Source: an optimization exercise on an open RTL-to-GDS flow (aim: small area, a short achievable clock period and few clock cycles per item). Production flows keep margins and buffers that such runs may drop. At most, simulation tests tie the RTL to the original design; equivalence was not proved.

==> flow/design.v (excerpt) <==
module gcd (
    input  logic        clk_i,
    input  logic        rst_i,
    input  logic        start_i,
    input  logic [31:0] a_i,
    input  logic [31:0] b_i,
    output logic        busy_o,
    output logic        valid_o,
    output logic [31:0] result_o
);
export LEC_CHECK = 0
export CAP_MARGIN = 20
export CORE_MARGIN = 2
export CORE_UTILIZATION = 60
export PLACE_DENSITY = 0.75
export SETUP_SLACK_MARGIN = 2.0
export SLEW_MARGIN = 20
create_clock -name core_clock -period 6.0 [get_ports {clk_i}]
standard.sh (not shown) runs the stock make flow with config.mk's settings and CLKGATE_MAP_FILE= SYNTH_SCRIPT=/design/flow/synth_recipe.tcl, a recipe that flattens the netlist after the stock synthesis.
==> flow/flow/run.sh <==
#!/bin/bash
# The standard layout (the standard.sh, unchanged synthesis), except that
# the buffer put on each input and output port is the smallest buffer cell.
set -euo pipefail
export BUFFER_PORTS_ARGS="-buffer_cell sky130_fd_sc_hd__buf_1"
bash standard.sh > standard.log 2>&1
Testbench counts at the start, summed over its fixed seeds: cycles 57,461, items 2,400.
Rerun with:
--- a/flow/config.mk
+++ b/flow/config.mk
@@ -9,5 +9,5 @@
 export CORE_MARGIN = 2
-export CORE_UTILIZATION = 60
-export PLACE_DENSITY = 0.75
-export SETUP_SLACK_MARGIN = 2.0
+export CORE_UTILIZATION = 40
+export PLACE_DENSITY = 0.6
+export SETUP_SLACK_MARGIN = 3.0
 export SLEW_MARGIN = 20
- setup slack gains 0.25 ns
- register-to-register slack gains 0.39 ns
- clock-buffer cell count is lower by 5
- sequential share of layout area is lower by 4.0 points
- non-clock buffer count is higher by 91
- via count is higher by 2.7%
- hold slack loses 0.019 ns
- global-route usage is lower by 9.4 points
- flip-flop and latch count stays the same
Rerun with:
--- a/flow/config.mk
+++ b/flow/config.mk
@@ -11,3 +11,3 @@
 export PLACE_DENSITY = 0.6
-export SETUP_SLACK_MARGIN = 3.0
+export SETUP_SLACK_MARGIN = 2.5
 export SLEW_MARGIN = 20
What happened: The new run finished clean; first-iteration DRC count fell by 25%; core utilization fell by 4.1 points; via count fell by about 4.4%; sequential share of layout area rose by 1.4 points; global-route usage fell by 4.0 points.
Rerun with:
--- a/flow/config.mk
+++ b/flow/config.mk
@@ -10,4 +10,5 @@
 export CORE_UTILIZATION = 40
+export CTS_BUF_LIST = sky130_fd_sc_hd__clkbuf_4 sky130_fd_sc_hd__clkbuf_8
 export PLACE_DENSITY = 0.6
-export SETUP_SLACK_MARGIN = 2.5
+export SETUP_SLACK_MARGIN = 2.0
 export SLEW_MARGIN = 20
What happened: Critical path depth is unchanged; area after synthesis stays the same; sequential cell count stays the same; non-clock buffer count goes down by 68.
Rerun with:
--- a/flow/config.mk
+++ b/flow/config.mk
@@ -10,5 +10,4 @@
 export CORE_UTILIZATION = 40
-export CTS_BUF_LIST = sky130_fd_sc_hd__clkbuf_4 sky130_fd_sc_hd__clkbuf_8
 export PLACE_DENSITY = 0.6
-export SETUP_SLACK_MARGIN = 2.0
+export SETUP_SLACK_MARGIN = 1.0
 export SLEW_MARGIN = 20
Outcome: The new run completed with no timing, DRC or antenna violations. Core utilization goes down by 0.12 points. Routed wire length decreases by about 0.47%. Sequential share of layout area hardly moves. Cell area hardly moves. Critical path depth went up by 4. Worst hold slack loses 0.019 ns.
Rerun with:
==> flow/run.sh (new file) <==
#!/bin/bash
# synth_recipe.tcl (not shown) runs the flow's synth.tcl, then flattens the netlist and writes it again
# the make line also repeats each setting of config.mk as NAME=value (left out here)
make -C /OpenROAD-flow-scripts/flow DESIGN_CONFIG=/design/flow/config.mk WORK_HOME=/design/flow/orfs CLKGATE_MAP_FILE= SYNTH_SCRIPT=/design/flow/synth_recipe.tcl finish
--- a/flow/config.mk
+++ b/flow/config.mk
@@ -11,3 +11,3 @@
 export PLACE_DENSITY = 0.6
-export SETUP_SLACK_MARGIN = 1.0
+export SETUP_SLACK_MARGIN = 3.0
 export SLEW_MARGIN = 20
removed: flow/flow/run.sh
removed: flow/standard.sh
Effect:
- clock-buffer cell count stays the same
- design area rose by well over a third
- non-clock buffer count rose by 127
- area after synthesis is unchanged
- via count rose by about a fifth
- die area is unchanged
- routed wire length rose by about a fifth
- worst setup slack gets better by 0.91 ns
- worst hold slack gets better by 0.038 ns

========
== the previous run ==
gcd, a different RTL version from the one above (not shown whole).
Size: ~890 cells after synthesis, roughly 70 flip-flops, roughly 100 I/O pins, about 0.0067 sq mm of cells after synthesis.
## gcd
module gcd (
    input  logic        clk_i,
    input  logic        rst_i,
    input  logic        start_i,
    input  logic [31:0] a_i,
    input  logic [31:0] b_i,
    output logic        busy_o,
    output logic        valid_o,
    output logic [31:0] result_o
);
make LEC_CHECK=0 CAP_MARGIN=20 CORE_MARGIN=2 CORE_UTILIZATION=40 PLACE_DENSITY=0.6 SETUP_SLACK_MARGIN=3.5 SLEW_MARGIN=20 finish   # period 6.0 ns
run.sh (not shown) runs the stock make flow with config.mk's settings and CLKGATE_MAP_FILE= SYNTH_SCRIPT=/design/flow/synth_recipe.tcl, a recipe that flattens the netlist after the stock synthesis.
Stock flow here: none of the scripts above is used.
Setup changes, the previous run to the current run
==> flow/flow/run.sh (new file) <==
#!/bin/bash
# Standard layout, with the smallest buffer on each port.
export BUFFER_PORTS_ARGS="-buffer_cell sky130_fd_sc_hd__buf_1"
bash standard.sh > standard.log 2>&1
==> flow/standard.sh (new file) <==
#!/bin/bash
# synth_recipe.tcl (not shown) runs the flow's synth.tcl, then flattens the netlist and writes it again
# the make line also repeats each setting of config.mk as NAME=value (left out here)
make -C /OpenROAD-flow-scripts/flow DESIGN_CONFIG=/design/flow/config.mk WORK_HOME=/design/flow/orfs CLKGATE_MAP_FILE= SYNTH_SCRIPT=/design/flow/synth_recipe.tcl "${@:-finish}"
removed: flow/run.sh
### Flow results
- Of the previous run and the current run, the current run shows the lower area of all placed cells without fillers, with the previous run above it.
- Note that the non-clock buffer count recorded for the current run amounts to 0.78 times the value seen in the previous run.
- Per the comparison of the current run with the previous run, final layout net count shows a reduction of 57, proportion of cell area occupied by registers +2.5 points, wire length now sits lower, ratio of final minimum period to clock period saw an increase.
Function was not checked in any run of this note: the RTL went through the layout flow alone.

static timing again, ports no longer ideal:
The results above use ideal ports. As a check the final layouts listed here were re-extracted and re-timed, cells and wires unchanged. Step 1, drivers: a clkbuf_16 drives clk_i and a buf_2 each remaining input, both assumed. Step 2 times the ports against the registers' clock, not the clock port: input delays grow and output delays shrink by t, the midpoint of the rising clock arrivals with the driver on. Three values: ideal, step 1, step 2; two values: the first two.
run	t, ns	setup slack, ns	hold slack, ns	worst setup path at the end	worst slew at a driven data input, ns
the first run of note 1	0.390	2.074 / 2.072 / 2.074	0.548 / 0.548 / 0.548	register to register	0.05
the second run of note 1	0.399	2.327 / 2.283 / 2.456	0.529 / 0.529 / 0.529	register to register	0.06
the third run of note 1	0.404	2.321 / 2.276 / 2.428	0.541 / 0.541 / 0.541	register to register	0.04
the fourth run of note 1	0.420	2.111 / 2.073 / 2.176	0.540 / 0.540 / 0.540	register to register	0.04
the fifth run of note 1	0.403	1.557 / 1.557 / 1.557	0.521 / 0.521 / 0.521	register to register	0.04
the sixth run of note 1	0.401	2.466 / 2.426 / 2.466	0.559 / 0.559 / 0.559	register to register	0.05
the previous run	0.408	1.903 / 1.852 / 2.000	0.533 / 0.533 / 0.533	register to register	0.06
the current run	0.396	1.871 / 1.826 / 1.962	0.554 / 0.554 / 0.554	register to register	0.04
After both steps every run listed still meets setup and hold.
